Context: an optimization exercise on an open-source flow, tuned for small area, a short achievable clock period and few clock cycles. The choices shown serve that exercise and are no tape-out recipe.
Only simulation tests tie the RTL to the original design; equivalence was not proved.
Power figures rest on the tool's default switching activity, not on a simulated workload.

File: flow/config.mk
export PLATFORM = sky130hd
export DESIGN_NAME = pipeline
export DESIGN_NICKNAME = pipeline
export VERILOG_FILES = /design/flow/design.v
export SDC_FILE = /design/flow/constraint.sdc
export NUM_CORES = 4
export LEC_CHECK = 0
export CAP_MARGIN = 50
export CORE_MARGIN = 2
export CORE_UTILIZATION = 55
export CTS_CLUSTER_DIAMETER = 80
export CTS_CLUSTER_SIZE = 20
export PLACE_DENSITY = 0.7
export SETUP_SLACK_MARGIN = 5
export SLEW_MARGIN = 70
File: flow/constraint.sdc
create_clock -name core_clock -period 12.0 [get_ports {CLK}]
set_input_delay 2.4000 -clock core_clock [delete_from_list [all_inputs] [get_ports {CLK}]]
set_output_delay 2.4000 -clock core_clock [all_outputs]
set_load 0.01 [all_outputs]
File: flow/design.v
module ksadd #(parameter int W = 32, parameter int L = 5) (   
  input  logic [W-1:0] x, y,
  input  logic         cin,
  output logic [W-1:0] s,
  output logic         cout
);
  logic [W-1:0] p;
  logic [W-1:0] g [0:L];
  logic [W-1:0] q [0:L];
  assign p = x ^ y;
  always_comb begin
    g[0] = x & y;
    g[0][0] = g[0][0] | (p[0] & cin);
    q[0] = p;
    for (int k = 0; k < L; k++)
      for (int i = 0; i < W; i++)
        if (i >= (1 << k)) begin
          g[k+1][i] = g[k][i] | (q[k][i] & g[k][i - (1 << k)]);
          q[k+1][i] = q[k][i] & q[k][i - (1 << k)];
        end else begin
          g[k+1][i] = g[k][i];
          q[k+1][i] = q[k][i];
        end
  end
  assign s    = p ^ {g[L][W-2:0], cin};
  assign cout = g[L][W-1];
endmodule
module pipeline (
  input  logic        CLK, nRST,
  output logic        halt,
  input  logic [1:0]  ramstate,
  input  logic [31:0] ramload,
  output logic [31:0] memaddr,
  output logic        memREN,
  output logic        memWEN,
  output logic [31:0] memstore
);
  logic [31:2] npc;        
  logic [31:0] ir;
  logic        dv;         
  logic        dph;        
  logic [4:0]  raddr;      
  logic [31:1] rse;        
  logic [15:2] daddr;      
  logic        dm;         
  logic [4:0]  lrt;        
  logic        halt_r;
  logic        ev;
  logic [4:0]  ewsel;
  logic [31:0] a, b;       
  logic [4:0]  sa;         
  logic        e_sub, e_left;
  logic        e_sum, e_slt, e_sltu, e_and, e_or, e_xor, e_nor, e_sh, e_b;
  logic [31:0] rf [1:31];
  logic [31:1] rvalid;
  logic [5:0]  op, fn;
  logic [4:0]  rs, rt, rd;
  logic [15:0] imm;
  assign op  = ir[31:26];
  assign fn  = ir[5:0];
  assign rs  = ir[25:21];
  assign rt  = ir[20:16];
  assign rd  = ir[15:11];
  assign imm = ir[15:0];
  logic is_r, is_jr, is_jal, is_beq, is_bne, is_br, is_immop, is_lui,
        is_lw, is_sw, is_halt, r_alu;
  logic f_add, f_sub, f_and, f_or, f_xor, f_nor, f_slt, f_sltu, f_sll, f_srl;
  always_comb begin
    is_r     = (op == 6'b000000);
    is_jr    = is_r && (fn == 6'b001000);
    is_jal   = (op == 6'b000011);
    is_beq   = (op == 6'b000100);
    is_bne   = (op == 6'b000101);
    is_br    = is_beq || is_bne;
    is_immop = (op[5:3] == 3'b001);           
    is_lui   = (op == 6'b001111);
    is_lw    = (op == 6'b100011);
    is_sw    = (op == 6'b101011);
    is_halt  = (op == 6'b111111);
    if (is_r) begin
      f_add  = (fn[5:1] == 5'b10000);
      f_sub  = (fn[5:1] == 5'b10001);
      f_and  = (fn == 6'b100100);
      f_or   = (fn == 6'b100101);
      f_xor  = (fn == 6'b100110);
      f_nor  = (fn == 6'b100111);
      f_slt  = (fn == 6'b101010);
      f_sltu = (fn == 6'b101011);
      f_sll  = (fn == 6'b000100);
      f_srl  = (fn == 6'b000110);
    end else begin
      f_add  = is_immop && (op[2:1] == 2'b00);
      f_sub  = 1'b0;
      f_and  = is_immop && (op[2:0] == 3'b100);
      f_or   = is_immop && (op[2:0] == 3'b101);
      f_xor  = is_immop && (op[2:0] == 3'b110);
      f_nor  = 1'b0;
      f_slt  = is_immop && (op[2:0] == 3'b010);
      f_sltu = is_immop && (op[2:0] == 3'b011);
      f_sll  = 1'b0;
      f_srl  = 1'b0;
    end
    r_alu = is_r && (f_add || f_sub || f_and || f_or || f_xor || f_nor ||
                     f_slt || f_sltu || f_sll || f_srl);
  end
  logic        sext;
  logic [31:0] immy;
  assign sext = ~op[2] & ~(op[1] & op[0]);
  assign immy = is_lui ? {imm, 16'h0} : {{16{sext & imm[15]}}, imm};
  logic two;
  assign two = r_alu || (is_br && rt != 5'd0) || is_sw;
  logic [31:0] rdata;
  always_comb begin
    rdata = '0;
    for (int i = 1; i < 32; i++)
      rdata = rdata | ({32{rse[i]}} & rf[i]);
  end
  logic acc, st, fetch_en, fdone;
  logic rq_d, rq_w, rq_f;
  assign acc      = ramstate[1];                  
  assign st       = rq_w;                         
  assign fetch_en = rq_f;                         
  assign fdone    = acc && !rq_d && fetch_en;
  assign memaddr  = {16'h0, rq_d ? daddr : npc[15:2], 2'b00};
  assign memREN   = rq_d ? !rq_w : rq_f;
  assign memWEN   = rq_w;
  assign memstore = b;
  assign halt     = halt_r;
  logic rd_now, stall, dstep, last, leave, taken, redirect;
  assign rd_now = dph || is_r || is_br || is_immop || is_lw || is_sw;
  assign stall  = rd_now && ev && (ewsel == raddr);
  assign dstep  = dv && !dm && !halt_r && !stall;
  assign last   = dph || !two;
  assign leave  = dstep && last;
  assign taken  = is_br && (((dph ? b : 32'd0) == rdata) ^ is_bne);
  assign redirect = dstep && last && (is_jal || is_jr || taken);
  logic [31:2] target;
  always_comb begin
    if (is_br)      target = npc + {{14{imm[15]}}, imm};
    else if (is_jr) target = rdata[31:2];
    else            target = {npc[31:28], ir[25:0]};
  end
  logic [15:2] dsum;
  logic        dsum_co;
  ksadd #(.W(14), .L(4)) u_dadd (.x(rdata[15:2]), .y(imm[15:2]), .cin(1'b0), .s(dsum), .cout(dsum_co));
  logic daccept;
  assign daccept = !dv || leave;
  logic [31:2] npc1;
  logic        fj;
  assign npc1 = npc + 30'd1;
  assign fj   = (ramload[31:26] == 6'b000010);
  logic [4:0] fra;
  logic       f_rt;
  assign f_rt = (ramload[31:26] == 6'b000000 && ramload[5:0] != 6'b001000) ||
                (ramload[31:27] == 5'b00010 && ramload[20:16] != 5'd0);
  assign fra  = f_rt ? ramload[20:16] : ramload[25:21];
  logic [4:0] sra;
  assign sra = is_sw ? rt : rs;
  logic [4:0] raddr_n;
  logic       raddr_ld;
  always_comb begin
    raddr_ld = 1'b1;
    raddr_n  = fra;
    if (fdone && daccept) raddr_n = fra;
    else if (dstep && !dph && two) raddr_n = sra;
    else raddr_ld = 1'b0;
  end
  logic [31:0] brev;
  always_comb
    for (int i = 0; i < 32; i++) brev[i] = b[31-i];
  logic [32:0] sum;
  logic        slt, sltu;
  logic [31:0] shr, sh, res;
  ksadd #(.W(32), .L(5)) u_add (.x(a), .y(b), .cin(e_sub), .s(sum[31:0]), .cout(sum[32]));
  assign sltu = ~sum[32];
  assign slt  = (a[31] ^ b[31] ^ e_sub) ? a[31] : sum[31];
  assign shr  = b >> sa;
  always_comb
    for (int i = 0; i < 32; i++) sh[i] = e_left ? shr[31-i] : shr[i];
  assign res = ({32{e_sum}}  & sum[31:0]) |
               ({32{e_slt}}  & {31'd0, slt}) |
               ({32{e_sltu}} & {31'd0, sltu}) |
               ({32{e_and}}  & (a & b)) |
               ({32{e_or}}   & (a | b)) |
               ({32{e_xor}}  & (a ^ b)) |
               ({32{e_nor}}  & ~(a | b)) |
               ({32{e_sh}}   & sh) |
               ({32{e_b}}    & b);
  logic        wen;
  logic [4:0]  wsel;
  logic [31:0] wdata;
  assign wen   = dm ? (acc && !st) : ev;
  assign wsel  = dm ? lrt : ewsel;
  assign wdata = dm ? ramload : res;
  always_ff @(posedge CLK)
    for (int i = 1; i < 32; i++)
      if (wen && wsel == 5'(i)) rf[i] <= wdata;
  logic [31:1] rvalid_n;
  always_comb
    for (int i = 1; i < 32; i++)
      rvalid_n[i] = rvalid[i] || (wen && wsel == 5'(i));
  always_ff @(posedge CLK, negedge nRST)
    if (!nRST) rvalid <= '0;
    else       rvalid <= rvalid_n;
  logic [4:0] raddr_nx;
  assign raddr_nx = raddr_ld ? raddr_n : raddr;
  logic [31:1] rsel_nx;
  always_comb
    for (int i = 1; i < 32; i++)
      if (fdone && daccept)
        rsel_nx[i] = f_rt ? (ramload[20:16] == 5'(i)) : (ramload[25:21] == 5'(i));
      else if (dstep && !dph && two)
        rsel_nx[i] = (sra == 5'(i));
      else
        rsel_nx[i] = (raddr == 5'(i));
  always_ff @(posedge CLK) begin
    raddr <= raddr_nx;
    for (int i = 1; i < 32; i++) rse[i] <= rsel_nx[i] && rvalid_n[i];
  end
  logic dm_nx, st_nx, halt_nx, dv_nx, halt_ir_nx;
  assign dm_nx      = dm ? !acc : (dstep && ((!dph && is_lw) || (dph && is_sw)));
  assign st_nx      = dm ? (st && !acc) : (dstep && dph && is_sw);
  assign halt_nx    = halt_r || (dstep && is_halt);
  assign dv_nx      = daccept ? (fdone && !redirect && !fj) : dv;
  assign halt_ir_nx = (fdone && daccept) ? (ramload[31:26] == 6'b111111) : is_halt;
  logic e_go;    
  assign e_go = dstep && ((dph && r_alu) || (!dph && (is_immop || is_jal)));
  always_ff @(posedge CLK, negedge nRST) begin
    if (!nRST) begin
      npc    <= '0;
      dv     <= 1'b0;
      dph    <= 1'b0;
      dm     <= 1'b0;
      ev     <= 1'b0;
      halt_r <= 1'b0;
      rq_d   <= 1'b0;
      rq_w   <= 1'b0;
      rq_f   <= 1'b1;
    end else begin
      if (redirect)
        npc <= target;
      else if (fdone && daccept)
        npc <= fj ? {npc1[31:28], ramload[25:0]} : npc1;
      if (daccept)
        dv <= fdone && !redirect && !fj;
      if (leave)
        dph <= 1'b0;
      else if (dstep && !dph && two)
        dph <= 1'b1;
      dm <= dm_nx;
      ev <= e_go;
      rq_d <= dm_nx || st_nx;
      rq_w <= st_nx;
      rq_f <= !halt_nx && !(dv_nx && halt_ir_nx);
      if (dstep && is_halt)
        halt_r <= 1'b1;
    end
  end
  always_ff @(posedge CLK) begin
    if (fdone && daccept)
      ir <= ramload;
    if (dstep && !dph) begin
      daddr <= dsum;
      lrt   <= rt;
    end
    a  <= rdata;
    sa <= rdata[4:0];
    if (dstep) begin
      if (dph && is_sw)
        b <= rdata;                        
      else if (dph)
        b <= {32{f_sub | f_slt | f_sltu}} ^ (f_sll ? brev : b);
      else if (two)
        b <= rdata;                        
      else if (is_jal)
        b <= {npc, 2'b00};
      else
        b <= {32{f_slt | f_sltu}} ^ immy;
    end
    begin
      ewsel  <= dph ? rd : (is_jal ? 5'd31 : rt);
      e_sub  <= f_sub | f_slt | f_sltu;
      e_left <= f_sll;
      e_sum  <= f_add | f_sub;
      e_slt  <= f_slt;
      e_sltu <= f_sltu;
      e_and  <= f_and;
      e_or   <= f_or;
      e_xor  <= f_xor;
      e_nor  <= f_nor;
      e_sh   <= f_sll | f_srl;
      e_b    <= is_jal || is_lui;
    end
  end
endmodule
File: flow/run.sh
#!/bin/bash
# synth_recipe.tcl (not shown) runs the flow's synth.tcl, then flattens the netlist and writes it again
# the make line also repeats each setting of config.mk as NAME=value (left out here)
make -C /OpenROAD-flow-scripts/flow DESIGN_CONFIG=/design/flow/config.mk WORK_HOME=/design/flow/orfs CLKGATE_MAP_FILE= SYNTH_SCRIPT=/design/flow/synth_recipe.tcl finish
==> flow_summary.json, run 1 <==
{
  "dp_hpwl_um": 128000,
  "drv_slew": 0,
  "maxCapViolations": 0,
  "vias": 41100,
  "hold_depth": 1,
  "io_pins": 103,
  "cts.path.max_buffers": 3,
  "place_congestion": 1.01,
  "syn_inst": 4218,
  "ys_async_sr_fraction_pct": 5.62,
  "seqPwrFrac_pct": 41.1,
  "cp-start-kind": "flip-flop",
  "cp.arrival_ns": 5.69,
  "cts_resized": 0,
  "io_buffers": 83,
  "leakage_nw": 22.1,
  "wirelength_um": 202000,
  "end_kind": "flip-flop",
  "postSynthAreaPerCell_sq_um": 13.1,
  "drive_above_1_share_pct": 15.0,
  "post-synth-top-area-cell": "edfxtp_1",
  "p_int_mw": 8.41,
  "tns_ns": 0,
  "cts_setup_buffers": 0,
  "dp_cells": 5578,
  "worst_ep_required_time_ns": 12.56,
  "timing.hold.ws_ns": 0.454,
  "reg2reg_depth": 12,
  "ys_warn_count": 8,
  "min_period_ns": 5.13,
  "first_global_vias": 38200,
  "worstHoldPathType": "flip-flop to flip-flop",
  "worst_r2r_endpoint": "npc[16]",
  "crit_type": "flip-flop to flip-flop",
  "fin_worst_skew_ns": 0.0501,
  "yosysMostFrequentCell": "edfxtp_1",
  "ys_seq_area_share_pct": 64.8,
  "synth_area_sq_um": 55100,
  "timing.fmax_mhz": 195,
  "cts_root_buffer": "clkbuf_16",
  "status": "no timing/DRC/antenna violations",
  "die_w_um": 321,
  "period_share_pct": 42.7,
  "rsz0062_at_grt": "no",
  "start_util_pct": 55.3,
  "reg2reg_slack_ns": 6.87,
  "reg2reg_from": "rse[29]",
  "setup_viol": 0,
  "core-area_sq_um": 99700,
  "hold_buffers": 0,
  "yosysUniqueCellTypes": 91,
  "ir_worst_vdd_v": 0.000180,
  "drt_iter0_drc": 6713,
  "dr.pass1.iters": 8,
  "grt_use_total_pct": 38.7,
  "cts_tree": "yes",
  "drc": 0,
  "p_sw_mw": 5.24,
  "synth_ff_type": "edfxtp_1",
  "antenna_found_initial": 3,
  "hold_start": "rvalid[13]",
  "htree_levels": 3,
  "share_comb_of_total_power_pct": 39.0,
  "synth_edf_count": 1080,
  "rows": 116,
  "max_slew.worst_pin.slew_ns": 0.505,
  "cts.clk_slew.worst_paths_ns": 0.08,
  "ant_nets": 0,
  "via_per_inst": 7.18,
  "dieArea_sq_um": 103000,
  "clk_latency_ns": 0.71,
  "die_y_um": 321,
  "synth_top_area_share_pct": 58.8,
  "wire_per_inst_um": 35.4,
  "whs_endpoint": "rvalid[13]",
  "cts_buffers": 77,
  "synth.area.top_cells": "edfxtp_1, a22oi_1, dfrtp_1",
  "syn2layout_area_growth_pct": 14.2,
  "ys_top_cells_by_count": "edfxtp_1, a22oi_1, nand2_1",
  "fin_cells": 5716,
  "finalHoldViolCount": 0,
  "grt_overflow": 0,
  "finalNetCount": 4516,
  "clock-sinks": 1228,
  "ys_seq_elements": 1228,
  "clock_power_share_pct": 19.9,
  "grt_first_pass_wirelength_um": 281000,
  "cp_max_fo": 24,
  "p_sw_share_pct": 38.4,
  "grt_max_degree": 82,
  "p_per_area_nw_per_um2": 217,
  "slew_headroom_pct": 66.2
}
[critical path, stage by stage, from the launching register on]
cell             delay (ns)
dfxtp_2                0.47
buf_6                  0.31
a222oi_1               0.36
clkdlybuf4s50_1        0.59
nand3_1                0.09
or4_2                  0.95
nor4_2                 0.32
a32oi_1                0.13
a2111oi_4              0.39
nor3b_2                0.38
mux2i_1                0.20
a31oi_4                0.45
mux2_4                 0.34
[cell usage in the layout (no fill, tap or decap), types with 20 or more instances in the layout]
master / instances
clkbuf_1: 28
dfrtp_1: 65
clkbuf_16: 79
a22oi_1: 319
buf_12: 37
buf_6: 20
xnor2_1: 78
edfxtp_1: 1080
xor2_1: 64
nand3_1: 103
buf_8: 56
a222oi_1: 34
dfxtp_2: 27
mux2i_1: 87
a211oi_1: 50
or2_2: 44
ha_1: 107
nor3b_1: 35
nor2_4: 34
a221oi_1: 113
a22o_1: 98
a21o_1: 39
nand2_1: 260
nand4_1: 87
dfxtp_1: 41
inv_1: 125
nor2_1: 173
a21oi_1: 227
buf_4: 114
o21ai_0: 140
clkdlybuf4s50_1: 79
mux2_2: 20
o22ai_1: 31
nor3_1: 29
nand2b_1: 20
buf_2: 23
[area by class of cell]
type / count / area [sq um]
clock inverter: 19 / 250
timing repair buffer: 356 / 3990
sequential: 1228 / 35800
tap: 1298 / 1620
clock buffer: 107 / 2080
multi-input combinational: 2572 / 18700
inverter: 134 / 513
fill: 7391 / 36800
antenna: 2 / 5.00
[power groups by stage]
stage	Clock, mW	Sequential (mW)	Combinational, mW
after detailed placement	0	5.69	5.10
after CTS	2.71	5.60	5.13
after floorplan	0	5.60	3.09
after global routing	2.85	5.63	5.64
after global placement	0	5.81	4.66
final	2.72	5.61	5.33
[stage by stage]
step | total power, mW | worst slack (ns) | instance area (sq um) | util [%]
6_report | 13.7 | 6.87 | 63000 | 63.1
5_1_grt | 14.1 | 6.74 | 62900 | 63.1
4_1_cts | 13.4 | 7.00 | 62700 | 62.9
3_5_place_dp | 10.8 | 6.47 | 60400 | 60.5
3_3_place_gp | 10.5 | 6.25 | 57800 | 58.0
2_1_floorplan | 8.69 | 7.18 | 55200 | -
[routing by layer]
layer	vias to the layer above	part of all wire (%)	track usage, %
li1	16800	-	-
met1	20200	35	49.9
met2	3298	44	59.5
met3	759	13	8.66
met4	0	8.1	25.0
met5	-	0	0
[worst max-delay path by stage]
stage                      from   endpoint  slack [ns]
finish                  rse[29]    npc[16]        6.87
global route             rse[3]  daddr[15]        6.74
CTS                      rse[3]  daddr[15]        7.00
detailed placement   ramload[2]    rse[14]        6.47
global placement          sa[3]   rf[7][0]        6.25
floorplan           ramstate[1]    npc[16]        7.18
[sequential cells by signal, summed over array words and instances, names as in the netlist, 4 cells and up]
signal / flops
a: 28
b: 32
daddr: 14
ewsel: 5
ir: 32
lrt: 5
npc: 30
raddr: 5
rf: 992
rse: 31
rvalid: 31
sa: 4
[cell families (layout without fill, tap and decap cells)]
family | after synthesis | after routing | share of synthesized area (%)
XOR/XNOR | 142 | 142 | 2.26
flip-flops | 1228 | 1228 | 64.8
other | 1 | 20 | 0.00680
AND/OR/NAND/NOR | 907 | 907 | 8.06
AO/OA/AOI/OAI | 1268 | 1268 | 16.3
adder cells (fa/ha/maj) | 111 | 111 | 2.57
multiplexers | 126 | 126 | 2.70
buffers and inverters | 435 | 616 | 3.28
Testbench counts, summed over its fixed seeds: cycles 104,983.
==> run 2, diff against run 1 <==
--- a/flow/config.mk
+++ b/flow/config.mk
@@ -7,9 +7,9 @@
 export LEC_CHECK = 0
 export CAP_MARGIN = 50
 export CORE_MARGIN = 2
-export CORE_UTILIZATION = 55
-export CTS_CLUSTER_DIAMETER = 80
-export CTS_CLUSTER_SIZE = 20
-export PLACE_DENSITY = 0.7
+export CORE_UTILIZATION = 65
+export CTS_CLUSTER_DIAMETER = 90
+export CTS_CLUSTER_SIZE = 25
+export PLACE_DENSITY = 0.8
 export SETUP_SLACK_MARGIN = 5
 export SLEW_MARGIN = 70
==> run 2 against run 1 <==
Compared with the run above:
- largest power group unchanged
- first-iteration DRC count rose by 12%
- largest cell class unchanged
- wire length down 2.1%
- final area down 1.5%
- die area fell by 15%
- sequential share of layout area grew 0.87 points
==> flow_summary.json, run 2 <==
{
  "multi_input_area_sq_um": 18700,
  "whs_endpoint": "rvalid[6]",
  "critPathMaxStageDelay_ns": 0.88,
  "ir_worst_vdd_v": 0.000163,
  "drt_iter0_drc": 7521,
  "drc": 0,
  "yosysMostFrequentCell": "edfxtp_1",
  "max_slew.worst_pin.slew_ns": 0.510,
  "crit_buf_inv": 2,
  "fin_cells": 5509,
  "leakage_nw": 21.8,
  "worst_ep_required_time_ns": 12.43,
  "nFillCells": 5229,
  "start_util_pct": 65.8,
  "share_comb_of_total_power_pct": 40.2,
  "reg_top3": "rf (992), b (32), ir (32)",
  "reg2reg_from": "rse[5]",
  "cts_resized": 0,
  "ys_async_sr_fraction_pct": 5.62,
  "finalHoldViolCount": 0,
  "period_share_pct": 42.8,
  "place_congestion": 1.03,
  "synth_edf_count": 1080,
  "crit_slowest_cell": "or4_2",
  "syn_inst": 4218,
  "post-synth-top-area-cell": "edfxtp_1",
  "drv_slew": 0,
  "worst_r2r_endpoint": "daddr[15]",
  "worstHoldPathType": "flip-flop to flip-flop",
  "timing.fmax_mhz": 195,
  "fin_worst_skew_ns": 0.0423,
  "postSynthAreaPerCell_sq_um": 13.1,
  "synth_top_area_share_pct": 58.8,
  "grt_use_total_pct": 45.2,
  "io_buffers": 83,
  "htree_levels": 2,
  "wire_per_inst_um": 35.9,
  "io_pins": 103,
  "final_common_cell": "edfxtp_1",
  "tns_ns": 0,
  "grt_overflow": 0,
  "maxCapViolations": 0,
  "crit_path_cell_trace": "buf_4 -> a221oi_1 -> clkbuf_1 -> nand3_1 -> or4_2 -> ha_1 -> a21o_1 -> a21oi_1 -> o21ai_0 -> a21oi_1 -> o21ai_0 -> a21oi_1 -> o21bai_1 -> a2111oi_2 -> o31ai_1 -> a21oi_1 -> xnor2_1",
  "clock-sinks": 1228,
  "critPathTopFamily": "compound AO/OA/AOI/OAI gates",
  "grt_first_pass_wirelength_um": 279000,
  "ys_top_cells_by_count": "edfxtp_1, a22oi_1, nand2_1",
  "clk_latency_ns": 0.72,
  "synth_area_sq_um": 55100,
  "crit_type": "flip-flop to flip-flop",
  "dieArea_sq_um": 87200,
  "synth_ff_type": "edfxtp_1",
  "first_global_vias": 39400,
  "p_sw_share_pct": 38.8,
  "p_total_mw": 13.3,
  "core-area_sq_um": 83800,
  "hold_start": "rvalid[6]",
  "p_sw_mw": 5.16,
  "cts.clk_slew.worst_paths_ns": 0.09,
  "cts_setup_buffers": 0,
  "cp-start-kind": "flip-flop",
  "ant_nets": 0,
  "finalNetCount": 4485,
  "largest-register": "rf",
  "reg2reg_depth": 17,
  "largest_reg_flops": 992,
  "dr.pass1.iters": 6,
  "cts_tree": "yes",
  "path_common_cell": "a21oi_1",
  "ys_warn_count": 8,
  "reg2reg_slack_ns": 6.87,
  "via_per_inst": 7.60,
  "ys_seq_elements": 1228,
  "regArea_sq_um": 35800,
  "cts_root_buffer": "clkbuf_16",
  "grt_max_degree": 66,
  "hold_depth": 1,
  "final_cell_mix": "edfxtp_1, a22oi_1, nand2_1",
  "cp.arrival_ns": 5.57,
  "die_w_um": 295,
  "cp_max_fo": 18,
  "vias": 41900,
  "antenna_found_initial": 2,
  "cts_buffers": 58,
  "synth.area.top_cells": "edfxtp_1, a22oi_1, dfrtp_1",
  "clock_power_share_pct": 17.4,
  "slew_headroom_pct": 65.9,
  "cts.path.max_buffers": 3,
  "dp_hpwl_um": 121000,
  "syn2layout_area_growth_pct": 12.4,
  "rows": 106,
  "yosysUniqueCellTypes": 91,
  "status": "no timing/DRC/antenna violations",
  "die_y_um": 295,
  "p_per_area_nw_per_um2": 214,
  "setup_viol": 0,
  "end_kind": "flip-flop",
  "seqPwrFrac_pct": 42.4,
  "wirelength_um": 198000,
  "dp_cells": 5401,
  "min_period_ns": 5.13,
  "p_int_mw": 8.13,
  "drive_above_1_share_pct": 14.3,
  "rsz0062_at_grt": "no",
  "ys_seq_area_share_pct": 64.8,
  "hold_buffers": 0
}
-- run 2: metal layers --
metal | part of all wire (%) | vias to the layer above | global-route usage, %
met5 | 0 | - | 0
met4 | 9.4 | 0 | 34.7
met3 | 15 | 987 | 12.9
met2 | 44 | 4113 | 67.3
met1 | 32 | 20100 | 56.3
li1 | - | 16700 | -
-- run 2: cell families (layout without fill, tap and decap cells) --
| logic type | after synthesis | after routing | share of synthesized area [%] |
|---|---|---|---|
| AO/OA/AOI/OAI | 1268 | 1268 | 16.3 |
| XOR/XNOR | 142 | 142 | 2.26 |
| adder cells (fa/ha/maj) | 111 | 111 | 2.57 |
| buffers and inverters | 435 | 572 | 3.28 |
| flip-flops | 1228 | 1228 | 64.8 |
| multiplexers | 126 | 126 | 2.70 |
| other | 1 | 21 | 0.00680 |
| AND/OR/NAND/NOR | 907 | 907 | 8.06 |
-- run 2: worst max-delay path by stage --
stage	slack (ns)	endpoint	from	cells past startpoint
CTS	6.90	daddr[15]	rse[5]	16
floorplan	7.18	npc[16]	ramstate[1]	8
finish	6.87	daddr[15]	rse[5]	17
global route	6.66	daddr[15]	rse[5]	17
detailed placement	6.41	rse[13]	ramload[2]	9
global placement	6.16	rse[12]	ramload[0]	9
-- run 2: layout make-up --
type / count / share of cell area [%]
antenna: 3 / 0.0121
clock buffer: 82 / 2.49
multi-input combinational: 2572 / 30.2
inverter: 134 / 0.834
clock inverter: 12 / 0.392
timing repair buffer: 344 / 6.01
sequential: 1228 / 57.8
tap: 1134 / 2.29
-- run 2: power groups by stage --
stage	logic (mW)	clock network [mW]	registers, mW
global placement	4.56	0	5.82
finish	5.35	2.31	5.64
floorplan	3.09	0	5.60
global route	5.64	2.42	5.65
CTS	5.09	2.29	5.61
detailed placement	5.05	0	5.70
-- run 2: stage by stage --
stage | hold slack, ns | cell area (sq um) | util (%) | worst slack (ns)
3_5_place_dp | 0.434 | 59900 | 71.5 | 6.41
5_1_grt | 0.468 | 62000 | 73.9 | 6.66
2_1_floorplan | 0.422 | 55200 | - | 7.18
6_report | 0.457 | 62000 | 73.9 | 6.87
3_3_place_gp | 0.431 | 57600 | 68.7 | 6.16
4_1_cts | 0.456 | 61700 | 73.6 | 6.90
==> run 3, diff against run 2 <==
--- a/flow/design.v
+++ b/flow/design.v
@@ -52,7 +52,6 @@
   logic        e_sub, e_left;
   logic        e_sum, e_slt, e_sltu, e_and, e_or, e_xor, e_nor, e_sh, e_b;
   logic [31:0] rf [1:31];
-  logic [31:1] rvalid;
   logic [5:0]  op, fn;
   logic [4:0]  rs, rt, rd;
   logic [15:0] imm;
@@ -192,16 +191,14 @@
   assign wen   = dm ? (acc && !st) : ev;
   assign wsel  = dm ? lrt : ewsel;
   assign wdata = dm ? ramload : res;
+  logic        clr;
+  logic [31:0] wdata_c;
+  assign clr     = !nRST;
+  assign wdata_c = wdata & {32{nRST}};
   always_ff @(posedge CLK)
     for (int i = 1; i < 32; i++)
-      if (wen && wsel == 5'(i)) rf[i] <= wdata;
-  logic [31:1] rvalid_n;
-  always_comb
-    for (int i = 1; i < 32; i++)
-      rvalid_n[i] = rvalid[i] || (wen && wsel == 5'(i));
-  always_ff @(posedge CLK, negedge nRST)
-    if (!nRST) rvalid <= '0;
-    else       rvalid <= rvalid_n;
+      if (clr || (wen && wsel == 5'(i)))
+        rf[i] <= wdata_c;
   logic [4:0] raddr_nx;
   assign raddr_nx = raddr_ld ? raddr_n : raddr;
   logic [31:1] rsel_nx;
@@ -215,7 +212,7 @@
         rsel_nx[i] = (raddr == 5'(i));
   always_ff @(posedge CLK) begin
     raddr <= raddr_nx;
-    for (int i = 1; i < 32; i++) rse[i] <= rsel_nx[i] && rvalid_n[i];
+    rse <= rsel_nx;
   end
   logic dm_nx, st_nx, halt_nx, dv_nx, halt_ir_nx;
   assign dm_nx      = dm ? !acc : (dstep && ((!dph && is_lw) || (dph && is_sw)));
--- a/flow/config.mk
+++ b/flow/config.mk
@@ -7,9 +7,9 @@
 export LEC_CHECK = 0
 export CAP_MARGIN = 50
 export CORE_MARGIN = 2
-export CORE_UTILIZATION = 65
-export CTS_CLUSTER_DIAMETER = 90
-export CTS_CLUSTER_SIZE = 25
-export PLACE_DENSITY = 0.8
+export CORE_UTILIZATION = 55
+export CTS_CLUSTER_DIAMETER = 80
+export CTS_CLUSTER_SIZE = 20
+export PLACE_DENSITY = 0.7
 export SETUP_SLACK_MARGIN = 5
 export SLEW_MARGIN = 70
==> run 3 against run 2 <==
Compared with the run above:
- non-clock buffer count is 22 higher
- critical path depth decreased by 2
- sequential share of layout area fell by 0.89 points
- combinational power grew 26%
- critical endpoint is now npc[20]
==> flow_summary.json, run 3 <==
{
  "crit_type": "flip-flop to flip-flop",
  "yosysUniqueCellTypes": 85,
  "dpl-instance-area_sq_um": 59100,
  "synth_top_family_by_area": "compound AO/OA/AOI/OAI gates",
  "yosysMostFrequentCell": "edfxtp_1",
  "postSynthAreaPerCell_sq_um": 13.0,
  "largest_reg_flops": 992,
  "synth_top_area_share_pct": 60.1,
  "dp_hpwl_um": 123000,
  "fin_area_sq_um": 61600,
  "worst_r2r_endpoint": "npc[20]",
  "ys_warn_count": 8,
  "vias": 40700,
  "io_buffers": 83,
  "antenna_found_initial": 6,
  "dieArea_sq_um": 101000,
  "path_common_cell": "buf_4",
  "cp-start-kind": "flip-flop",
  "maxCapViolations": 0,
  "cts_setup_buffers": 0,
  "wirelength_um": 198000,
  "finalNetCount": 4458,
  "leakage_nw": 22.3,
  "ir_worst_vdd_v": 0.000160,
  "end_kind": "flip-flop",
  "tns_ns": 0,
  "hold_depth": 0,
  "core-area_sq_um": 97000,
  "hold_buffers": 0,
  "synth_area_sq_um": 54000,
  "reg_top3": "rf (992), b (32), ir (32)",
  "clk_latency_ns": 0.69,
  "syn_inst": 4167,
  "post-synth-top-area-cell": "edfxtp_1",
  "grt_use_total_pct": 39.0,
  "ys_top_cells_by_count": "edfxtp_1, a22oi_1, clkbuf_1",
  "synth_edf_count": 1080,
  "period_share_pct": 44.5,
  "timing.fmax_mhz": 187,
  "synth_ff_type": "edfxtp_1",
  "place_congestion": 0.983,
  "crit_buf_inv": 4,
  "cts_root_buffer": "clkbuf_16",
  "synthAdderAreaFrac_pct": 2.63,
  "setup_viol": 0,
  "worst_ep_required_time_ns": 12.57,
  "ys_async_sr_fraction_pct": 3.17,
  "cts.clk_slew.worst_paths_ns": 0.09,
  "whs_endpoint": "lrt[2]",
  "syn2layout_area_growth_pct": 14.1,
  "cts_tree": "yes",
  "timing.hold.ws_ns": 0.589,
  "status": "no timing/DRC/antenna violations",
  "rsz0062_at_grt": "no",
  "grt_overflow": 0,
  "synth_compound_area_share_pct": 16.6,
  "synthXorXnorAreaFrac_pct": 2.21,
  "dr.pass1.iters": 7,
  "reg2reg_from": "rse[24]",
  "synth.area.top_cells": "edfxtp_1, a22oi_1, dfxtp_1",
  "wire_per_inst_um": 35.2,
  "synth.mux.area_fraction_pct": 3.13,
  "drc": 0,
  "rows": 114,
  "htree_levels": 3,
  "p_total_mw": 15.3,
  "crit_start": "rse[24]",
  "cp.arrival_ns": 5.91,
  "io_pins": 103,
  "ys_seq_area_share_pct": 64.8,
  "via_per_inst": 7.22,
  "crit_path_cell_trace": "buf_4 -> buf_4 -> a222oi_1 -> nand3_1 -> or4_1 -> buf_4 -> or4_1 -> or4_1 -> a211oi_2 -> nand4_1 -> mux2i_2 -> or2_2 -> buf_4 -> mux2i_1 -> a31o_2",
  "reg2reg_slack_ns": 6.66,
  "ys_seq_elements": 1197,
  "hold_start": "ir[18]",
  "final_common_cell": "edfxtp_1",
  "die_y_um": 317,
  "largest-register": "rf",
  "cts_resized": 0,
  "ant_nets": 0,
  "die_w_um": 317,
  "min_period_ns": 5.34,
  "grt_first_pass_wirelength_um": 276000,
  "first_global_vias": 37400,
  "clock-sinks": 1197,
  "fin_worst_skew_ns": 0.0405,
  "nFillCells": 7150,
  "utilization_pct": 63.5,
  "cts.path.max_buffers": 3,
  "critPathMaxStageDelay_ns": 0.51,
  "p_per_area_nw_per_um2": 249,
  "grt_max_degree": 69,
  "drv_slew": 0,
  "worstHoldPathType": "flip-flop to flip-flop",
  "synthSimpleGateAreaFrac_pct": 7.50,
  "start_util_pct": 55.7,
  "cp_max_fo": 20,
  "cts_buffers": 75,
  "final_cell_mix": "edfxtp_1, a22oi_1, nand2_1",
  "finalHoldViolCount": 0,
  "drive_above_1_share_pct": 14.5,
  "reg2reg_depth": 15,
  "crit_slowest_cell": "or4_1",
  "drt_iter0_drc": 7112,
  "critPathTopFamily": "simple AND/OR/NAND/NOR gates"
}
## run 3: where the power goes
group	leakage, nW	switching [mW]	internal, mW
logic	9.01	4.46	2.30
registers	12.2	0.526	5.46
clock network	1.05	1.40	1.20
total	22.3	6.39	8.95
## run 3: cell families after synthesis
logic type / Yosys count
AND/OR/NAND/NOR: 854
adder cells (fa/ha/maj): 111
flip-flops: 1197
XOR/XNOR: 136
AO/OA/AOI/OAI: 1293
multiplexers: 144
other: 1
buffers and inverters: 431
## run 3: through the flow
stage / cells / setup WS, ns
after floorplan: 4184 / 6.16
after global placement: 5364 / 6.28
after detailed placement: 5496 / 6.71
after CTS: 5610 / 6.74
after global routing: 5626 / 6.51
final: 5628 / 6.66
## run 3: per-layer routing
metal | vias up | global-route usage, % | part of all wire (%) | wire length (um)
li1 | 16600 | - | - | -
met1 | 20000 | 50.7 | 34 | 68400
met2 | 3262 | 59.2 | 44 | 87900
met3 | 762 | 10.0 | 13 | 26700
met4 | 0 | 24.1 | 7.7 | 15300
met5 | - | 0 | 0 | 0
## run 3: cell type report
class	instances	area (sq um)	area share (%)
multi-input cells	2556	18500	30.0
inverters	115	434	0.705
clock buffers	100	2010	3.27
diodes	4	10.0	0.0162
flip-flops and latches	1197	35000	56.9
repair buffers	366	3870	6.29
clock inverters	14	161	0.262
well taps	1276	1600	2.59
## run 3: worst max path at each step
| stage | end | slack, ns | depth (start not counted) |
|---|---|---|---|
| 4_1_cts | rf[1][30] | 6.74 | 18 |
| 2_1_floorplan | npc[2] | 6.16 | 15 |
| 5_1_grt | npc[20] | 6.51 | 15 |
| 3_5_place_dp | rf[16][4] | 6.71 | 8 |
| 6_report | npc[20] | 6.66 | 15 |
| 3_3_place_gp | rf[14][5] | 6.28 | 6 |
Testbench counts of run 3, summed over its fixed seeds: cycles 104,983.
==> run 4, diff against run 3 <==
--- a/flow/design.v
+++ b/flow/design.v
@@ -214,12 +214,10 @@
     raddr <= raddr_nx;
     rse <= rsel_nx;
   end
-  logic dm_nx, st_nx, halt_nx, dv_nx, halt_ir_nx;
+  logic dm_nx, st_nx, halt_nx;
   assign dm_nx      = dm ? !acc : (dstep && ((!dph && is_lw) || (dph && is_sw)));
   assign st_nx      = dm ? (st && !acc) : (dstep && dph && is_sw);
   assign halt_nx    = halt_r || (dstep && is_halt);
-  assign dv_nx      = daccept ? (fdone && !redirect && !fj) : dv;
-  assign halt_ir_nx = (fdone && daccept) ? (ramload[31:26] == 6'b111111) : is_halt;
   logic e_go;    
   assign e_go = dstep && ((dph && r_alu) || (!dph && (is_immop || is_jal)));
   always_ff @(posedge CLK, negedge nRST) begin
@@ -248,7 +246,7 @@
       ev <= e_go;
       rq_d <= dm_nx || st_nx;
       rq_w <= st_nx;
-      rq_f <= !halt_nx && !(dv_nx && halt_ir_nx);
+      rq_f <= !halt_nx;            
       if (dstep && is_halt)
         halt_r <= 1'b1;
     end
--- a/flow/config.mk
+++ b/flow/config.mk
@@ -7,9 +7,9 @@
 export LEC_CHECK = 0
 export CAP_MARGIN = 50
 export CORE_MARGIN = 2
-export CORE_UTILIZATION = 55
+export CORE_UTILIZATION = 65
 export CTS_CLUSTER_DIAMETER = 80
 export CTS_CLUSTER_SIZE = 20
-export PLACE_DENSITY = 0.7
+export PLACE_DENSITY = 0.8
 export SETUP_SLACK_MARGIN = 5
 export SLEW_MARGIN = 70
==> run 4 against run 3 <==
Compared with the run above:
- flip-flop and latch count unchanged
- setup slack better by 0.13 ns
- core utilization rose by 11 points
- final cell count is 0.92% lower
- largest cell class unchanged
- critical path depth is the same
- sequential power fell by 0.7%
- clock power increased by 2%
- clock-buffer cell count fell by 8
- die area shrank 14%
- clock skew up 0.047 ns
- critical path type unchanged
- largest power group unchanged
- global-route usage grew 8.8 points
- sequential share of layout area down 0.35 points
==> flow_summary.json, run 4 <==
{
  "cp_max_fo": 20,
  "grt_overflow": 0,
  "dieArea_sq_um": 86300,
  "dr.pass1.iters": 10,
  "final_cell_mix": "edfxtp_1, a22oi_1, nand2_1",
  "max_slew.worst_pin.slew_ns": 0.520,
  "ant_nets": 0,
  "rows": 106,
  "wire_per_inst_um": 37.4,
  "postSynthAreaPerCell_sq_um": 12.7,
  "synth.area.top_cells": "edfxtp_1, a22oi_1, dfxtp_1",
  "largest_reg_flops": 992,
  "cp.arrival_ns": 5.75,
  "cp-endpoint": "npc[2]",
  "wirelength_um": 209000,
  "place_congestion": 1.02,
  "share_comb_of_total_power_pct": 45.7,
  "cts_buffers": 76,
  "worst_r2r_endpoint": "npc[2]",
  "hold_buffers": 0,
  "clock-sinks": 1197,
  "p_total_mw": 15.8,
  "cts_resized": 0,
  "grt_first_pass_wirelength_um": 290000,
  "io_buffers": 83,
  "synth_area_sq_um": 54600,
  "setup_viol": 0,
  "p_sw_share_pct": 43.0,
  "dp_cells": 5448,
  "worst_ep_required_time_ns": 12.54,
  "ys_seq_elements": 1197,
  "die_w_um": 294,
  "min_period_ns": 5.21,
  "ys_top_cells_by_count": "edfxtp_1, a22oi_1, nand2_1",
  "dpl-instance-area_sq_um": 59300,
  "tns_ns": 0,
  "utilization_pct": 74.3,
  "io_pins": 103,
  "timing.hold.ws_ns": 0.537,
  "final_common_cell": "edfxtp_1",
  "finalNetCount": 4606,
  "cp-start-kind": "flip-flop",
  "ys_seq_area_share_pct": 64.0,
  "ys_async_sr_fraction_pct": 3.17,
  "rsz0062_at_grt": "no",
  "drt_iter0_drc": 8297,
  "vias": 43100,
  "reg2reg_slack_ns": 6.79,
  "synth_edf_count": 1080,
  "slew_headroom_pct": 65.3,
  "drive_above_1_share_pct": 14.5,
  "fin_ws_ns": 6.79,
  "p_per_area_nw_per_um2": 255,
  "p_int_mw": 9.02,
  "die_y_um": 294,
  "reg2reg_depth": 15,
  "nFillCells": 5227,
  "grt_max_degree": 71,
  "reg2reg_from": "rse[25]",
  "clk_latency_ns": 0.71,
  "yosysUniqueCellTypes": 88,
  "cts.path.max_buffers": 3,
  "finalHoldViolCount": 0,
  "timing.fmax_mhz": 192,
  "via_per_inst": 7.73,
  "yosysMostFrequentCell": "edfxtp_1",
  "antenna_found_initial": 2,
  "cts.clk_slew.worst_paths_ns": 0.08,
  "seqPwrFrac_pct": 37.5,
  "worstHoldPathType": "flip-flop to flip-flop",
  "ir_worst_vdd_v": 0.000156,
  "clock_power_share_pct": 16.8,
  "grt_use_total_pct": 47.9,
  "cts_root_buffer": "clkbuf_16",
  "cts_setup_buffers": 0,
  "post-synth-top-area-cell": "edfxtp_1",
  "drv_slew": 0,
  "end_kind": "flip-flop",
  "status": "no timing/DRC/antenna violations",
  "fin_area_sq_um": 62000,
  "fin_cells": 5576,
  "fin_worst_skew_ns": 0.0875,
  "p_sw_mw": 6.81,
  "core-area_sq_um": 83400,
  "first_global_vias": 40700,
  "drc": 0,
  "crit_start": "rse[25]",
  "reg_top3": "rf (992), b (32), ir (32)",
  "maxCapViolations": 0,
  "cts_tree": "yes",
  "synth_ff_type": "edfxtp_1",
  "place_ws_ns": 6.28,
  "htree_levels": 3,
  "dp_hpwl_um": 129000,
  "period_share_pct": 43.4,
  "crit_type": "flip-flop to flip-flop",
  "syn_inst": 4307,
  "synth_top_area_share_pct": 59.4,
  "largest-register": "rf",
  "ys_warn_count": 8,
  "start_util_pct": 65.5,
  "leakage_nw": 22.5,
  "syn2layout_area_growth_pct": 13.5
}
## run 4: power by group through the flow
| stage | logic (mW) | clock network (mW) | registers [mW] |
|---|---|---|---|
| detailed placement | 6.74 | 0 | 5.97 |
| finish | 7.23 | 2.65 | 5.94 |
| floorplan | 3.82 | 0 | 5.86 |
| global placement | 6.16 | 0 | 6.10 |
| global route | 7.47 | 2.75 | 5.97 |
| CTS | 6.78 | 2.63 | 5.90 |
## run 4: worst min path at each step
| stage | depth (start not counted) | to | from | slack, ns |
|---|---|---|---|---|
| finish | 2 | dv | dv | 0.54 |
| global route | 2 | dv | dv | 0.57 |
| CTS | 2 | dv | dv | 0.53 |
| detailed placement | 2 | dv | dv | 0.51 |
| global placement | 2 | dv | dv | 0.50 |
| floorplan | 2 | dv | dv | 0.46 |
## run 4: area by class of cell
cell class	count	area [sq um]	area share, %
Antenna cell	2	5.00	0.00808
Clock buffer	92	1980	3.20
Clock inverter	21	299	0.482
Inverter	104	398	0.642
Multi-Input combinational cell	2723	19200	30.9
Sequential cell	1197	35000	56.5
Tap cell	1080	1350	2.18
Timing Repair Buffer	357	3750	6.05
## run 4: logic make-up after synthesis
family                   Yosys count  share of synthesized area [%]
flip-flops                      1197                           64.0
buffers and inverters            404                           3.07
other                              1                        0.00687
adder cells (fa/ha/maj)          111                           2.60
multiplexers                     132                           2.78
AO/OA/AOI/OAI                   1370                           17.1
XOR/XNOR                         114                           1.83
AND/OR/NAND/NOR                  978                           8.56
## run 4: critical path: stages (launching register included)
cell and delay [ns]:
dfxtp_4 0.49, buf_4 0.26, buf_16 0.19, a222oi_1 0.40, nand3_1 0.23, nor3_2 0.33, nand2_1 0.40, o22ai_1 0.38
o32ai_4 0.15, clkbuf_4 0.21, or4_1 0.63, o21ai_2 0.27, nand3_4 0.28, buf_16 0.26, a2111oi_1 0.46, a21oi_1 0.09
## run 4: metal layers
metal  vias up  share of wire, %  global-route usage [%]
met5         -            0.0043                       0
met4         2               8.8                    34.7
met3      1054                16                    15.0
met2      4398                44                    72.3
met1     20500                31                    58.5
li1      17100                 -                       -
Testbench counts of run 4, summed over its fixed seeds: cycles 104,625.
==> run 5, diff against run 4 <==
--- a/flow/design.v
+++ b/flow/design.v
@@ -192,13 +192,11 @@
   assign wsel  = dm ? lrt : ewsel;
   assign wdata = dm ? ramload : res;
   logic        clr;
-  logic [31:0] wdata_c;
   assign clr     = !nRST;
-  assign wdata_c = wdata & {32{nRST}};
   always_ff @(posedge CLK)
     for (int i = 1; i < 32; i++)
       if (clr || (wen && wsel == 5'(i)))
-        rf[i] <= wdata_c;
+        rf[i] <= wdata;
   logic [4:0] raddr_nx;
   assign raddr_nx = raddr_ld ? raddr_n : raddr;
   logic [31:1] rsel_nx;
@@ -228,6 +226,7 @@
       dm     <= 1'b0;
       ev     <= 1'b0;
       halt_r <= 1'b0;
+      {e_sum, e_slt, e_sltu, e_and, e_or, e_xor, e_nor, e_sh, e_b} <= '0;
       rq_d   <= 1'b0;
       rq_w   <= 1'b0;
       rq_f   <= 1'b1;
@@ -244,6 +243,15 @@
         dph <= 1'b1;
       dm <= dm_nx;
       ev <= e_go;
+      e_sum  <= f_add | f_sub;
+      e_slt  <= f_slt;
+      e_sltu <= f_sltu;
+      e_and  <= f_and;
+      e_or   <= f_or;
+      e_xor  <= f_xor;
+      e_nor  <= f_nor;
+      e_sh   <= f_sll | f_srl;
+      e_b    <= is_jal || is_lui;
       rq_d <= dm_nx || st_nx;
       rq_w <= st_nx;
       rq_f <= !halt_nx;            
@@ -276,15 +284,6 @@
       ewsel  <= dph ? rd : (is_jal ? 5'd31 : rt);
       e_sub  <= f_sub | f_slt | f_sltu;
       e_left <= f_sll;
-      e_sum  <= f_add | f_sub;
-      e_slt  <= f_slt;
-      e_sltu <= f_sltu;
-      e_and  <= f_and;
-      e_or   <= f_or;
-      e_xor  <= f_xor;
-      e_nor  <= f_nor;
-      e_sh   <= f_sll | f_srl;
-      e_b    <= is_jal || is_lui;
     end
   end
 endmodule
==> run 5 against run 4 <==
Compared with the run above:
- clock power is essentially flat
- maximum frequency grew 6.0%
- register-to-register slack gained 0.30 ns
- critical path depth grew 2
- synthesized cell count shrank 2.9%
- highest routed layer unchanged
- via count shrank 2.5%
==> flow_summary.json, run 5 <==
{
  "max_slew.worst_pin.slew_ns": 0.511,
  "syn_inst": 4181,
  "clock-sinks": 1197,
  "hold_start": "dv",
  "htree_levels": 3,
  "cp_max_fo": 21,
  "clk_latency_ns": 0.69,
  "crit_path_cell_trace": "buf_6 -> a222oi_1 -> nand3_1 -> or4_4 -> ha_1 -> a21o_1 -> a21oi_1 -> o21bai_1 -> a21oi_1 -> o21bai_1 -> a21oi_1 -> o21bai_1 -> a21oi_1 -> o21ai_0 -> a21o_1 -> a21oi_1 -> xnor2_1",
  "wirelength_um": 198000,
  "first_global_vias": 39400,
  "worstHoldPathType": "flip-flop to flip-flop",
  "cts_resized": 0,
  "synth_edf_count": 1080,
  "finalNetCount": 4486,
  "dp_hpwl_um": 120000,
  "cts.path.max_buffers": 3,
  "setup_viol": 0,
  "antenna_found_initial": 8,
  "yosysMostFrequentCell": "edfxtp_1",
  "rows": 106,
  "status": "no timing/DRC/antenna violations",
  "ir_worst_vdd_v": 0.000183,
  "cts_tree": "yes",
  "critPathMaxStageDelay_ns": 0.74,
  "finalHoldViolCount": 0,
  "synthXorXnorAreaFrac_pct": 2.16,
  "die_y_um": 293,
  "start_util_pct": 65.3,
  "hold_buffers": 0,
  "synth_area_sq_um": 54400,
  "whs_endpoint": "dv",
  "tns_ns": 0,
  "worst_r2r_endpoint": "daddr[15]",
  "fin_worst_skew_ns": 0.0384,
  "synthSimpleGateAreaFrac_pct": 7.84,
  "cts_root_buffer": "clkbuf_16",
  "largest_reg_flops": 992,
  "synth_top_area_share_pct": 59.6,
  "drt_iter0_drc": 8366,
  "ant_nets": 0,
  "timing.hold.ws_ns": 0.542,
  "synth_top_family_by_area": "compound AO/OA/AOI/OAI gates",
  "synth_compound_area_share_pct": 17.0,
  "path_common_cell": "a21oi_1",
  "crit_type": "flip-flop to flip-flop",
  "ys_top_cells_by_count": "edfxtp_1, a22oi_1, nand2_1",
  "post-synth-top-area-cell": "edfxtp_1",
  "slew_headroom_pct": 65.9,
  "timing.fmax_mhz": 204,
  "reg2reg_from": "rse[10]",
  "p_total_mw": 16.4,
  "dr.pass1.iters": 8,
  "reg2reg_depth": 17,
  "synthAdderAreaFrac_pct": 2.61,
  "dp_cells": 5321,
  "maxCapViolations": 0,
  "grt_overflow": 0,
  "period_share_pct": 40.9,
  "p_per_area_nw_per_um2": 266,
  "grt_first_pass_wirelength_um": 278000,
  "reg2reg_slack_ns": 7.09,
  "synth.area.top_cells": "edfxtp_1, a22oi_1, dfxtp_1",
  "end_kind": "flip-flop",
  "synth.mux.area_fraction_pct": 2.43,
  "drv_slew": 0,
  "crit_slowest_cell": "or4_4",
  "drive_above_1_share_pct": 15.4,
  "yosysUniqueCellTypes": 97,
  "cts_setup_buffers": 0,
  "ys_async_sr_fraction_pct": 3.93,
  "fin_cells": 5462,
  "leakage_nw": 22.4,
  "cts_buffers": 73,
  "hold_depth": 2,
  "wire_per_inst_um": 36.3,
  "grt_use_total_pct": 45.6,
  "dieArea_sq_um": 86000,
  "min_period_ns": 4.91,
  "ys_seq_elements": 1197,
  "cts.clk_slew.worst_paths_ns": 0.10,
  "io_buffers": 83,
  "io_pins": 103,
  "grt_max_degree": 73,
  "largest-register": "rf",
  "synth_ff_type": "edfxtp_1",
  "ys_seq_area_share_pct": 64.4,
  "postSynthAreaPerCell_sq_um": 13.0,
  "rsz0062_at_grt": "no",
  "core-area_sq_um": 83300,
  "final_common_cell": "edfxtp_1",
  "cp-start-kind": "flip-flop",
  "drc": 0,
  "vias": 42000,
  "die_w_um": 293,
  "reg_top3": "rf (992), b (32), ir (32)",
  "via_per_inst": 7.69,
  "place_congestion": 1.02,
  "cp.arrival_ns": 5.32,
  "syn2layout_area_growth_pct": 13.7,
  "ys_warn_count": 8,
  "worst_ep_required_time_ns": 12.41,
  "final_cell_mix": "edfxtp_1, a22oi_1, nand2_1"
}
## run 5: cell types whose count changed after synthesis, moves of 13 or more
cell / before / now
a21oi_1: 218 / 238
a221oi_1: 67 / 80
buf_2: 37 / 82
clkbuf_1: 214 / 143
inv_1: 101 / 134
mux2i_1: 99 / 68
nand2_1: 339 / 303
nand3_1: 111 / 124
nor3_1: 76 / 42
o21ai_0: 257 / 178
o21ai_1: 18 / 2
or3_1: 22 / 9
xor2_1: 28 / 46
## run 5: per-layer routing
layer	vias up	global-route usage (%)	share of wire (%)
met3	1111	15.4	16
met2	4321	67.2	43
met1	19900	55.6	31
met4	6	35.6	9.4
met5	-	0	0.020
li1	16700	-	-
## run 5: layout make-up
type	count	area, sq um
Antenna cell	7	17.5
Inverter	139	529
Fill cell	5136	21400
Clock inverter	15	260
Clock buffer	96	1980
Sequential cell	1197	35100
Multi-Input combinational cell	2568	18800
Timing Repair Buffer	360	3850
Tap cell	1080	1350
## run 5: critical path: cells and delay by family (launching register included)
| kind | cells | cell delay [ns] |
|---|---|---|
| XOR/XNOR | 1 | 0.09 |
| buffers and inverters | 1 | 0.28 |
| AND/OR/NAND/NOR | 2 | 0.92 |
| flip-flops | 1 | 0.46 |
| AO/OA/AOI/OAI | 12 | 2.55 |
| adder cells (fa/ha/maj) | 1 | 0.30 |
## run 5: metrics by stage
step / setup slack [ns] / cell area (sq um) / utilization (%)
after floorplan: 6.24 / 54400 / -
after global placement: 6.19 / 56800 / 68.2
after detailed placement: 6.85 / 59100 / 71.0
after CTS: 7.24 / 61300 / 73.6
after global routing: 6.99 / 61800 / 74.2
final: 7.09 / 61800 / 74.3
## run 5: worst max-delay path by stage
stage,from,to,slack (ns),cells past startpoint
floorplan,ramstate[1],rf[10][0],6.24,4
global placement,ramstate[1],rf[10][21],6.19,6
detailed placement,ramload[1],rse[21],6.85,11
CTS,rse[19],npc[23],7.24,13
global route,rse[10],daddr[15],6.99,17
finish,rse[10],daddr[15],7.09,17
## run 5: cells by family after synthesis
kind of cell,count (synthesis)
compound gates,1316
flops,1197
simple gates,884
buf+inv,433
xor+xnor,133
fa+ha+maj,111
mux,106
other cells,1
## run 5: where the power goes
group	switching, mW	leakage [nW]	internal, mW	total [mW]
clock	1.43	1.07	1.19	2.63
combinational	4.94	9.15	2.43	7.37
sequential	0.609	12.2	5.83	6.44
total	6.98	22.4	9.45	16.4
Testbench counts of run 5, summed over its fixed seeds: cycles 104,625.

[afterwards: timing with drivers on the ports]
Ports are ideal in the flow. The routed layouts listed here were re-timed in OpenROAD.
Step 1 sets driving cells, clkbuf_16 on the clock port and buf_2 on the other inputs (assumed; they add their load-dependent delay and slew).
Step 2, shift: input delay + t, output delay - t, t = (earliest + latest rising clock arrival at the registers) / 2. This alone moves slack from input paths to output paths.
a / b / c = ideal ports / drivers / drivers and shift; a / b = the first two.
| run | t (ns) | setup slack, ns | hold slack, ns |
|---|---|---|---|
| run 1 | 0.757 | 6.872 / 6.872 / 6.512 | 0.454 / 0.454 / 0.454 |
| run 2 | 0.765 | 6.868 / 6.868 / 6.398 | 0.457 / 0.457 / 0.457 |
| run 3 | 0.740 | 6.661 / 6.661 / 6.661 | 0.589 / 0.589 / 0.589 |
| run 4 | 0.736 | 6.793 / 6.793 / 6.155 | 0.537 / 0.537 / 0.537 |
| run 5 | 0.738 | 7.090 / 7.090 / 6.623 | 0.542 / 0.542 / 0.542 |
After both steps every run listed still meets setup and hold. For run 4, which loses most, drivers alone change the setup slack by 0.000 ns; drivers and shift together by -0.638 ns.
